Source: an optimization exercise on an open RTL-to-GDS flow (aim: a short achievable clock period and few clock cycles). Production flows keep margins and buffers that such runs may drop. Only simulation tests tie the RTL to the original design; equivalence was not proved. No activity file was given, so power comes from the tool's default toggle rates.

==> build 72 <==
==> flow/design.v <==
module alu(a, b, bx, sub, shamt, ldata, sel_sum, sel_and, sel_or, sel_sll, sel_sra, sel_ld, result, ovf);
	input [31:0] a, b, bx, ldata;
	input sub;
	input [4:0] shamt;
	input sel_sum, sel_and, sel_or, sel_sll, sel_sra, sel_ld;
	output [31:0] result;
	output ovf;
	wire [32:0] t = {a, 1'b1} + {bx, sub};
	wire [31:0] sum = t[32:1];
	wire [31:0] sll = a << shamt;
	wire signed [31:0] a_sg = a;
	wire [31:0] sra = a_sg >>> shamt;
	assign ovf = (a[31] == bx[31]) & (sum[31] != a[31]);
	assign result = ({32{sel_sum}} & sum)
	              | ({32{sel_and}} & (a & b))
	              | ({32{sel_or}}  & (a | b))
	              | ({32{sel_sll}} & sll)
	              | ({32{sel_sra}} & sra)
	              | ({32{sel_ld}}  & ldata);
endmodule
module pc (clk, reset, hold, pc);
	input clk, reset, hold;
	output [11:0] pc;
	reg [11:0] pc;
	always @(posedge clk) begin
		if (reset)
			pc <= 12'd0;
		else if (!hold)
			pc <= pc + 12'd1;
	end
endmodule
module regfile(clock, reset, we, waddr, wdata, selA, selB, imm, rdataA, rdataB, raddrA);
	input clock, reset, we;
	input [4:0] waddr;
	input [31:0] wdata;
	input [31:0] selA;
	input [31:1] selB;
	input [11:0] imm;
	output [31:0] rdataA, rdataB;
	output [11:0] raddrA;
	reg [31:1] valid;
	always @(posedge clock) begin
		if (reset)
			valid <= 31'd0;
		else if (we && waddr != 5'd0)
			valid[waddr] <= 1'b1;
	end
	wire [31:1] enA = selA[31:1] & valid;
	wire [31:1] enB = selB & valid;
	wire zA = selA[0] | (|(selA[31:1] & ~valid));
	wire [32*32-1:0] termA, termB;
	wire [12*32-1:0] termL;
	assign termA[31:0] = 32'd0;
	assign termB[31:0] = 32'd0;
	assign termL[11:0] = 12'd0;
	genvar k;
	generate
		for (k = 1; k < 32; k = k + 1) begin : r
			reg [31:0] q;
			always @(posedge clock)
				if (we && waddr == k)
					q <= wdata;
			assign termA[32*k+31:32*k] = q & {32{enA[k]}};
			assign termB[32*k+31:32*k] = q & {32{enB[k]}};
			assign termL[12*k+11:12*k] = q[11:0] & {12{enA[k]}};
		end
	endgenerate
	reg [31:0] oa, ob;
	reg [11:0] og [0:3];
	integer j;
	always @(*) begin
		oa = 32'd0;
		ob = 32'd0;
		og[0] = 12'd0; og[1] = 12'd0; og[2] = 12'd0; og[3] = 12'd0;
		for (j = 1; j < 32; j = j + 1) begin
			oa = oa | termA[32*j +: 32];
			ob = ob | termB[32*j +: 32];
			og[j / 8] = og[j / 8] | termL[12*j +: 12];
		end
	end
	assign rdataA = oa;
	assign rdataB = ob;
	wire [3:0] gsel;
	assign gsel[0] = |enA[7:1];
	assign gsel[1] = |enA[15:8];
	assign gsel[2] = |enA[23:16];
	assign gsel[3] = |enA[31:24];
	wire [11:0] s0 = og[0] + imm;
	wire [11:0] s1 = og[1] + imm;
	wire [11:0] s2 = og[2] + imm;
	wire [11:0] s3 = og[3] + imm;
	assign raddrA = ({12{gsel[0] | zA}} & s0) | ({12{gsel[1]}} & s1)
	              | ({12{gsel[2]}} & s2) | ({12{gsel[3]}} & s3);
endmodule
module processor(clock, reset, address_imem, q_imem, address_dmem, data, wren, q_dmem);
	input clock, reset;
	output [11:0] address_imem;
	input [31:0] q_imem;
	output [11:0] address_dmem;
	output [31:0] data;
	output wren;
	input [31:0] q_dmem;
	wire stall;
	wire [11:0] pc_q;
	pc instance_pc(.clk(clock), .reset(reset), .hold(stall), .pc(pc_q));
	assign address_imem = pc_q;
	reg [31:0] ir;
	reg ir_v;
	reg [31:0] selA;          
	reg [31:1] selB;
	wire [4:0] f_bidx = (q_imem[31:27] == 5'b00111) ? q_imem[26:22] : q_imem[16:12];
	integer n;
	always @(posedge clock) begin
		if (reset)
			ir_v <= 1'b0;
		else if (!stall)
			ir_v <= 1'b1;
		if (!stall) begin
			ir <= q_imem;
			selA[0] <= q_imem[21:17] == 5'd0;
			for (n = 1; n < 32; n = n + 1) begin
				selA[n] <= q_imem[21:17] == n;
				selB[n] <= f_bidx == n;
			end
		end
	end
	reg        w_we_rd, w_ovf, w_addi, w_sub;
	reg [4:0]  w_rd;
	reg [31:0] w_res, w_resn;
	wire        w_we   = w_ovf | w_we_rd;
	wire [4:0]  w_dest = w_ovf ? 5'd30 : w_rd;
	wire [31:0] w_code = {30'd0, w_sub | w_addi, ~w_addi};
	wire [31:0] w_val  = w_ovf ? w_code : w_res;
	reg        e_we_rd, e_can_ovf, e_lw, e_addi, e_sub;
	reg        e_sum, e_and, e_or, e_sll, e_sra;
	reg [4:0]  e_rd, e_shamt;
	reg [31:0] e_a, e_b, e_bx;
	reg        fa_res, fa_code, fa_keep, fb_res, fb_code, fb_keep, fbx_p, fbx_n;
	wire [4:0] d_op  = ir[31:27];
	wire [4:0] d_rd  = ir[26:22];
	wire [4:0] d_rs  = ir[21:17];
	wire [4:0] d_rt  = ir[16:12];
	wire [4:0] d_aop = ir[6:2];
	wire d_r    = ir_v & (d_op == 5'b00000);
	wire d_addi = ir_v & (d_op == 5'b00101);
	wire d_sw   = ir_v & (d_op == 5'b00111);
	wire d_lw   = ir_v & (d_op == 5'b01000);
	wire d_add  = d_r & (d_aop == 5'd0);
	wire d_sub  = d_r & (d_aop == 5'd1);
	wire [31:0] d_imm = {{15{ir[16]}}, ir[16:0]};
	wire [4:0] d_bidx = (d_op == 5'b00111) ? d_rd : d_rt;
	wire [31:0] ra, rb;
	wire [11:0] raddr;
	regfile my_regfile(
		.clock(clock), .reset(reset),
		.we(w_we), .waddr(w_dest), .wdata(w_val),
		.selA(selA), .selB(selB), .imm(d_imm[11:0]),
		.rdataA(ra), .rdataB(rb), .raddrA(raddr)
	);
	wire bypA = w_we && w_dest == d_rs;
	wire [31:0] va = bypA ? w_val : ra;
	wire [31:0] vb = (w_we && w_dest == d_bidx) ? w_val : rb;
	wire [11:0] w_addr = w_val[11:0] + d_imm[11:0];
	wire [11:0] d_addr = bypA ? w_addr : raddr;
	wire hitA_rd = e_we_rd & (e_rd == d_rs);
	wire hitA_30 = e_can_ovf & (d_rs == 5'd30);
	wire hitC_rd = e_we_rd & (e_rd == d_rd);
	wire hitC_ov = e_can_ovf & ((e_rd == d_rd) | (d_rd == 5'd30));
	assign stall = ((d_lw | d_sw) & (hitA_rd | hitA_30)) | (d_sw & hitC_ov);
	wire [31:0] op_a  = ({32{fa_res}} & w_res) | ({32{fa_code}} & w_code) | ({32{fa_keep}} & e_a);
	wire [31:0] op_b  = ({32{fb_res}} & w_res) | ({32{fb_code}} & w_code) | ({32{fb_keep}} & e_b);
	wire [31:0] op_bx = ({32{fbx_p}} & w_res) | ({32{fbx_n}} & w_resn)
	                  | ({32{fb_code}} & (w_code ^ {32{e_sub}})) | ({32{fb_keep}} & e_bx);
	wire [31:0] res;
	wire alu_ovf;
	alu instance_alu(
		.a(op_a), .b(op_b), .bx(op_bx), .sub(e_sub), .shamt(e_shamt), .ldata(q_dmem),
		.sel_sum(e_sum), .sel_and(e_and), .sel_or(e_or), .sel_sll(e_sll), .sel_sra(e_sra), .sel_ld(e_lw),
		.result(res), .ovf(alu_ovf)
	);
	wire ovf = e_can_ovf & alu_ovf;
	reg [11:0] addr_q;
	reg [31:0] data_q;
	reg        wren_q;
	assign address_dmem = addr_q;
	assign data = data_q;
	assign wren = wren_q;
	always @(posedge clock) begin
		addr_q <= d_addr;
		data_q <= hitC_rd ? res : vb;
		if (reset)
			wren_q <= 1'b0;
		else
			wren_q <= d_sw & ~stall;
	end
	wire nfa_res  = hitA_rd & ~ovf;
	wire nfa_code = (d_rs == 5'd30) & ovf;
	wire hitB_rd  = d_r & e_we_rd & (e_rd == d_rt);
	wire nfb_res  = hitB_rd & ~ovf;
	wire nfb_code = d_r & (d_rt == 5'd30) & ovf;
	always @(posedge clock) begin
		if (reset) begin
			e_we_rd   <= 1'b0;
			e_can_ovf <= 1'b0;
		end else begin
			e_we_rd   <= (d_r | d_addi | d_lw) & (d_rd != 5'd0) & ~stall;
			e_can_ovf <= (d_add | d_sub | d_addi) & ~stall;
		end
		e_lw    <= d_lw;
		e_addi  <= d_addi;
		e_sub   <= d_sub;
		e_sum   <= d_addi | d_add | d_sub;
		e_and   <= d_r & (d_aop == 5'd2);
		e_or    <= d_r & (d_aop == 5'd3);
		e_sll   <= d_r & (d_aop == 5'd4);
		e_sra   <= d_r & (d_aop == 5'd5);
		e_rd    <= d_rd;
		e_shamt <= ir[11:7];
		e_a     <= va;
		e_b     <= d_r ? vb : d_imm;
		e_bx    <= d_r ? (vb ^ {32{d_sub}}) : d_imm;
		fa_res  <= nfa_res;
		fa_code <= nfa_code;
		fa_keep <= ~nfa_res & ~nfa_code;
		fb_res  <= nfb_res;
		fb_code <= nfb_code;
		fb_keep <= ~nfb_res & ~nfb_code;
		fbx_p   <= nfb_res & ~d_sub;
		fbx_n   <= nfb_res & d_sub;
	end
	always @(posedge clock) begin
		if (reset) begin
			w_we_rd <= 1'b0;
			w_ovf   <= 1'b0;
		end else begin
			w_we_rd <= e_we_rd;
			w_ovf   <= ovf;
		end
		w_rd   <= e_rd;
		w_res  <= res;
		w_resn <= ~res;
		w_addi <= e_addi;
		w_sub  <= e_sub;
	end
endmodule
module skeleton(clock, reset, address_imem, q_imem, address_dmem, data, wren, q_dmem);
	input clock, reset;
	output [11:0] address_imem;
	input [31:0] q_imem;
	output [11:0] address_dmem;
	output [31:0] data;
	output wren;
	input [31:0] q_dmem;
	processor my_processor(
		.clock(clock), .reset(reset),
		.address_imem(address_imem), .q_imem(q_imem),
		.address_dmem(address_dmem), .data(data), .wren(wren), .q_dmem(q_dmem)
	);
endmodule
==> flow/flow/run.sh <==
#!/bin/bash
set -euo pipefail
MARGIN=${MARGIN:-7.7}
sed -E "s/ CLKGATE_MAP_FILE= / CLKGATE_MAP_FILE= SETUP_SLACK_MARGIN=$MARGIN /" standard.sh > standard_margin.sh
grep -q "SETUP_SLACK_MARGIN=$MARGIN" standard_margin.sh
bash standard_margin.sh > flow_make.log 2>&1
==> flow/standard.sh <==
#!/bin/bash
# synth_recipe.tcl (not shown) runs the flow's synth.tcl, then flattens the netlist and writes it again
# the make line also repeats each setting of config.mk as NAME=value (left out here)
make -C /OpenROAD-flow-scripts/flow DESIGN_CONFIG=/design/flow/config.mk WORK_HOME=/design/flow/orfs CLKGATE_MAP_FILE= SYNTH_SCRIPT=/design/flow/synth_recipe.tcl "${@:-finish}"
==> flow/config.mk <==
export PLATFORM = sky130hd
export DESIGN_NAME = skeleton
export DESIGN_NICKNAME = skeleton
export VERILOG_FILES = /design/flow/design.v
export SDC_FILE = /design/flow/constraint.sdc
export NUM_CORES = 4
export LEC_CHECK = 0
export CAP_MARGIN = 20
export CORE_MARGIN = 2
export CORE_UTILIZATION = 40
export PLACE_DENSITY = 0.6
export SLEW_MARGIN = 20
==> flow/constraint.sdc <==
create_clock -name core_clock -period 11.0 [get_ports {clock}]
set_input_delay 2.2000 -clock core_clock [delete_from_list [all_inputs] [get_ports {clock}]]
set_output_delay 2.2000 -clock core_clock [all_outputs]
set_load 0.01 [all_outputs]
==> trial 32: changes against build 72 <==
==> flow/design.v, changed modules only <==
module alu(a, b, bx, sub, shamt, ldata, sel_sum, sel_and, sel_or, sel_sll, sel_sra, sel_ld, result, other, ovf);
	input [31:0] a, b, bx, ldata;
	input sub;
	input [4:0] shamt;
	input sel_sum, sel_and, sel_or, sel_sll, sel_sra, sel_ld;
	output [31:0] result, other;    
	output ovf;
	wire [32:0] t = {a, 1'b1} + {bx, sub};
	wire [31:0] sum = t[32:1];
	wire [31:0] sll = a << shamt;
	wire signed [31:0] a_sg = a;
	wire [31:0] sra = a_sg >>> shamt;
	assign ovf = (a[31] == bx[31]) & (sum[31] != a[31]);
	assign other  = ({32{sel_and}} & (a & b))
	              | ({32{sel_or}}  & (a | b))
	              | ({32{sel_sll}} & sll)
	              | ({32{sel_sra}} & sra)
	              | ({32{sel_ld}}  & ldata);
	assign result = ({32{sel_sum}} & sum) | other;
endmodule
module pc (clk, reset, hold, jump, jump_to, pc);
	input clk, reset, hold, jump;
	input [11:0] jump_to;
	output [11:0] pc;
	reg [11:0] pc;
	always @(posedge clk) begin
		if (reset)
			pc <= 12'd0;
		else if (jump)
			pc <= jump_to;
		else if (!hold)
			pc <= pc + 12'd1;
	end
endmodule
module regfile(clock, reset, we, waddr, wdata, selA, selB, imm, rdataA, rdataB, raddrA);
	input clock, reset, we;
	input [4:0] waddr;
	input [31:0] wdata;
	input [31:0] selA;
	input [31:1] selB;
	input [11:0] imm;
	output [31:0] rdataA, rdataB;
	output [11:0] raddrA;
	wire [31:1] enA = selA[31:1];
	wire [31:1] enB = selB;
	wire zA = selA[0];
	wire [32*32-1:0] termA, termB;
	wire [12*32-1:0] termL;
	assign termA[31:0] = 32'd0;
	assign termB[31:0] = 32'd0;
	assign termL[11:0] = 12'd0;
	genvar k;
	generate
		for (k = 1; k < 32; k = k + 1) begin : r
			reg [31:0] q;
			always @(posedge clock)
				if (reset)
					q <= 32'd0;
				else if (we && waddr == k)
					q <= wdata;
			assign termA[32*k+31:32*k] = q & {32{enA[k]}};
			assign termB[32*k+31:32*k] = q & {32{enB[k]}};
			assign termL[12*k+11:12*k] = q[11:0] & {12{enA[k]}};
		end
	endgenerate
	reg [31:0] oa, ob;
	reg [11:0] og [0:3];
	integer j;
	always @(*) begin
		oa = 32'd0;
		ob = 32'd0;
		og[0] = 12'd0; og[1] = 12'd0; og[2] = 12'd0; og[3] = 12'd0;
		for (j = 1; j < 32; j = j + 1) begin
			oa = oa | termA[32*j +: 32];
			ob = ob | termB[32*j +: 32];
			og[j / 8] = og[j / 8] | termL[12*j +: 12];
		end
	end
	assign rdataA = oa;
	assign rdataB = ob;
	wire [3:0] gsel;
	assign gsel[0] = |enA[7:1];
	assign gsel[1] = |enA[15:8];
	assign gsel[2] = |enA[23:16];
	assign gsel[3] = |enA[31:24];
	wire [11:0] s0 = og[0] + imm;
	wire [11:0] s1 = og[1] + imm;
	wire [11:0] s2 = og[2] + imm;
	wire [11:0] s3 = og[3] + imm;
	assign raddrA = ({12{gsel[0] | zA}} & s0) | ({12{gsel[1]}} & s1)
	              | ({12{gsel[2]}} & s2) | ({12{gsel[3]}} & s3);
endmodule
module processor(clock, reset, address_imem, q_imem, address_dmem, data, wren, q_dmem);
	input clock, reset;
	output [11:0] address_imem;
	input [31:0] q_imem;
	output [11:0] address_dmem;
	output [31:0] data;
	output wren;
	input [31:0] q_dmem;
	wire stall;
	reg  flush;               
	reg [11:0] e_pc;          
	wire [11:0] pc_q;
	pc instance_pc(.clk(clock), .reset(reset), .hold(stall), .jump(flush), .jump_to(e_pc), .pc(pc_q));
	assign address_imem = pc_q;
	reg [31:0] ir;
	reg [11:0] ir_pc;
	reg ir_v;
	reg [31:0] selA;          
	reg [31:1] selB;
	wire [4:0] f_bidx = (q_imem[31:27] == 5'b00111) ? q_imem[26:22] : q_imem[16:12];
	wire [4:0] h_bidx = (ir[31:27] == 5'b00111) ? ir[26:22] : ir[16:12];
	integer n;
	always @(posedge clock) begin
		if (reset || flush)
			ir_v <= 1'b0;
		else if (!stall)
			ir_v <= 1'b1;
		if (!stall)
			ir <= q_imem;
		if (reset)
			ir_pc <= 12'hfff;
		else if (flush)
			ir_pc <= e_pc - 12'd1;
		else if (!stall)
			ir_pc <= ir_pc + 12'd1;
		selA[0] <= stall ? (ir[21:17] == 5'd0) : (q_imem[21:17] == 5'd0);
		for (n = 1; n < 32; n = n + 1) begin
			selA[n] <= stall ? (ir[21:17] == n) : (q_imem[21:17] == n);
			selB[n] <= stall ? (h_bidx == n) : (f_bidx == n);
		end
	end
	reg        w_we_rd, w_ovf, w_addi, w_sub;
	reg [4:0]  w_rd;
	reg [31:0] w_res, w_resn;
	wire        w_we   = w_ovf | w_we_rd;
	wire [4:0]  w_dest = w_ovf ? 5'd30 : w_rd;
	wire [31:0] w_code = {30'd0, w_sub | w_addi, ~w_addi};
	wire [31:0] w_val  = w_ovf ? w_code : w_res;
	reg        e_we_rd, e_can_ovf, e_lw, e_addi, e_sub;
	reg        e_sum, e_and, e_or, e_sll, e_sra;
	reg [4:0]  e_rd, e_shamt;
	reg [31:0] e_a, e_b, e_bx;
	reg        fa_res, fb_res, fbx_p, fbx_n;
	wire [4:0] d_op  = ir[31:27];
	wire [4:0] d_rd  = ir[26:22];
	wire [4:0] d_rs  = ir[21:17];
	wire [4:0] d_rt  = ir[16:12];
	wire [4:0] d_aop = ir[6:2];
	wire d_r    = ir_v & (d_op == 5'b00000);
	wire d_addi = ir_v & (d_op == 5'b00101);
	wire d_sw   = ir_v & (d_op == 5'b00111);
	wire d_lw   = ir_v & (d_op == 5'b01000);
	wire d_add  = d_r & (d_aop == 5'd0);
	wire d_sub  = d_r & (d_aop == 5'd1);
	wire [31:0] d_imm = {{15{ir[16]}}, ir[16:0]};
	wire [4:0] d_bidx = (d_op == 5'b00111) ? d_rd : d_rt;
	wire [31:0] ra, rb;
	wire [11:0] raddr;
	regfile my_regfile(
		.clock(clock), .reset(reset),
		.we(w_we), .waddr(w_dest), .wdata(w_val),
		.selA(selA), .selB(selB), .imm(d_imm[11:0]),
		.rdataA(ra), .rdataB(rb), .raddrA(raddr)
	);
	wire bypA = w_we && w_dest == d_rs;
	wire [31:0] va = bypA ? w_val : ra;
	wire [31:0] vb = (w_we && w_dest == d_bidx) ? w_val : rb;
	wire [11:0] w_addr = w_val[11:0] + d_imm[11:0];
	wire [11:0] d_addr = bypA ? w_addr : raddr;
	wire hitA_rd = e_we_rd & (e_rd == d_rs);
	wire hitA_30 = e_can_ovf & (d_rs == 5'd30);
	wire hitC_rd = e_we_rd & (e_rd == d_rd);
	wire hitC_ov = e_can_ovf & ((e_rd == d_rd) | (d_rd == 5'd30));
	wire hitB_rd = d_r & e_we_rd & (e_rd == d_rt);
	assign stall = ((d_lw | d_sw) & (hitA_rd | hitA_30)) | (d_sw & hitC_ov);
	wire [31:0] op_a  = fa_res ? w_res : e_a;
	wire [31:0] op_b  = fb_res ? w_res : e_b;
	wire [31:0] op_bx = ({32{fbx_p}} & w_res) | ({32{fbx_n}} & w_resn) | ({32{~fb_res}} & e_bx);
	wire [31:0] res, res_other;
	wire alu_ovf;
	alu instance_alu(
		.a(op_a), .b(op_b), .bx(op_bx), .sub(e_sub), .shamt(e_shamt), .ldata(q_dmem),
		.sel_sum(e_sum), .sel_and(e_and), .sel_or(e_or), .sel_sll(e_sll), .sel_sra(e_sra), .sel_ld(e_lw),
		.result(res), .other(res_other), .ovf(alu_ovf)
	);
	wire ovf = e_can_ovf & alu_ovf;
	wire d_uses_a = d_r | d_addi;
	wire ovf_hazard = ((d_uses_a & (hitA_rd | d_rs == 5'd30)) | (hitB_rd | (d_r & d_rt == 5'd30))) & ~stall;
	reg [11:0] addr_q;
	reg [31:0] data_q;
	reg        wren_q;
	assign address_dmem = addr_q;
	assign data = data_q;
	assign wren = wren_q;
	always @(posedge clock) begin
		addr_q <= d_addr;
		data_q <= hitC_rd ? res_other : vb;
		if (reset)
			wren_q <= 1'b0;
		else
			wren_q <= d_sw & ~stall & ~flush;
	end
	always @(posedge clock) begin
		if (reset || flush) begin
			e_we_rd   <= 1'b0;
			e_can_ovf <= 1'b0;
		end else begin
			e_we_rd   <= (d_r | d_addi | d_lw) & (d_rd != 5'd0) & ~stall;
			e_can_ovf <= (d_add | d_sub | d_addi) & ~stall;
		end
		if (reset)
			flush <= 1'b0;
		else
			flush <= ovf & ovf_hazard & ~flush;
		e_pc    <= ir_pc;
		e_lw    <= d_lw;
		e_addi  <= d_addi;
		e_sub   <= d_sub;
		e_sum   <= d_addi | d_add | d_sub;
		e_and   <= d_r & (d_aop == 5'd2);
		e_or    <= d_r & (d_aop == 5'd3);
		e_sll   <= d_r & (d_aop == 5'd4);
		e_sra   <= d_r & (d_aop == 5'd5);
		e_rd    <= d_rd;
		e_shamt <= ir[11:7];
		e_a     <= va;
		e_b     <= d_r ? vb : d_imm;
		e_bx    <= d_r ? (vb ^ {32{d_sub}}) : d_imm;
		fa_res  <= hitA_rd;
		fb_res  <= hitB_rd;
		fbx_p   <= hitB_rd & ~d_sub;
		fbx_n   <= hitB_rd & d_sub;
	end
	always @(posedge clock) begin
		if (reset) begin
			w_we_rd <= 1'b0;
			w_ovf   <= 1'b0;
		end else begin
			w_we_rd <= e_we_rd & ~flush;
			w_ovf   <= ovf & ~flush;
		end
		w_rd   <= e_rd;
		w_res  <= res;
		w_resn <= ~res;
		w_addi <= e_addi;
		w_sub  <= e_sub;
	end
endmodule
- CTS_CLUSTER_DIAMETER: default -> 120
- CTS_CLUSTER_SIZE: default -> 20
==> summary.txt <==
reg-to-reg startpoint=my_processor.selB[16]; Power Density=115 nW/um^2; worst slew pin tran=1.35 ns; Resized cells post-CTS=653; multi-input logic area=39100 um^2; number of global-route vias before repair=68600; f_max=286 MHz; Post-Synth XOR/XNOR Area=0.0134; outcome=finished clean; maximum VDD drop=106 uV
That was trial 32.
==> summary.txt <==
outcome=finished clean; number of global-route vias before repair=53100; Resized cells post-CTS=740; f_max=285 MHz; multi-input logic area=26600 um^2; maximum VDD drop=164 uV; Post-Synth XOR/XNOR Area=0.0126
That was build 72.
Testbench counts of build 72, summed over its fixed seeds: cycles 7,651.
Testbench counts of trial 32, summed over its fixed seeds: cycles 7,666.

## separate check: timing with driven ports
In the flow no input, the clock included, has a driving cell. The finished layouts below were timed again as built, in two steps.
Step 1: set_driving_cell puts a clkbuf_16 on clock and a buf_2 on each other input, an assumption about the parent block.
Step 2 adds t to the input delays and takes it off the output delays; t is the mean of the earliest and latest rising clock arrival at the registers after step 1. Input paths then give back, and output paths get back, about the clock's delay inside the block.
a / b / c = no drivers / after step 1 / after step 2; a / b = the first two.
| run | shift t [ns] | setup slack, ns | worst setup path after step 2 | worst data-port slew with drivers (ns) |
|---|---|---|---|---|
| build 72 | 0.897 | 7.497 / 7.405 / 6.852 | input to register | 0.07 |
| trial 32 | 0.863 | 7.503 / 7.416 / 6.884 | input to register | 0.08 |
After both steps setup and hold are still met in every run listed. The setup slack of build 72, which loses most, moves by -0.092 ns with the drivers and by -0.645 ns with both steps.
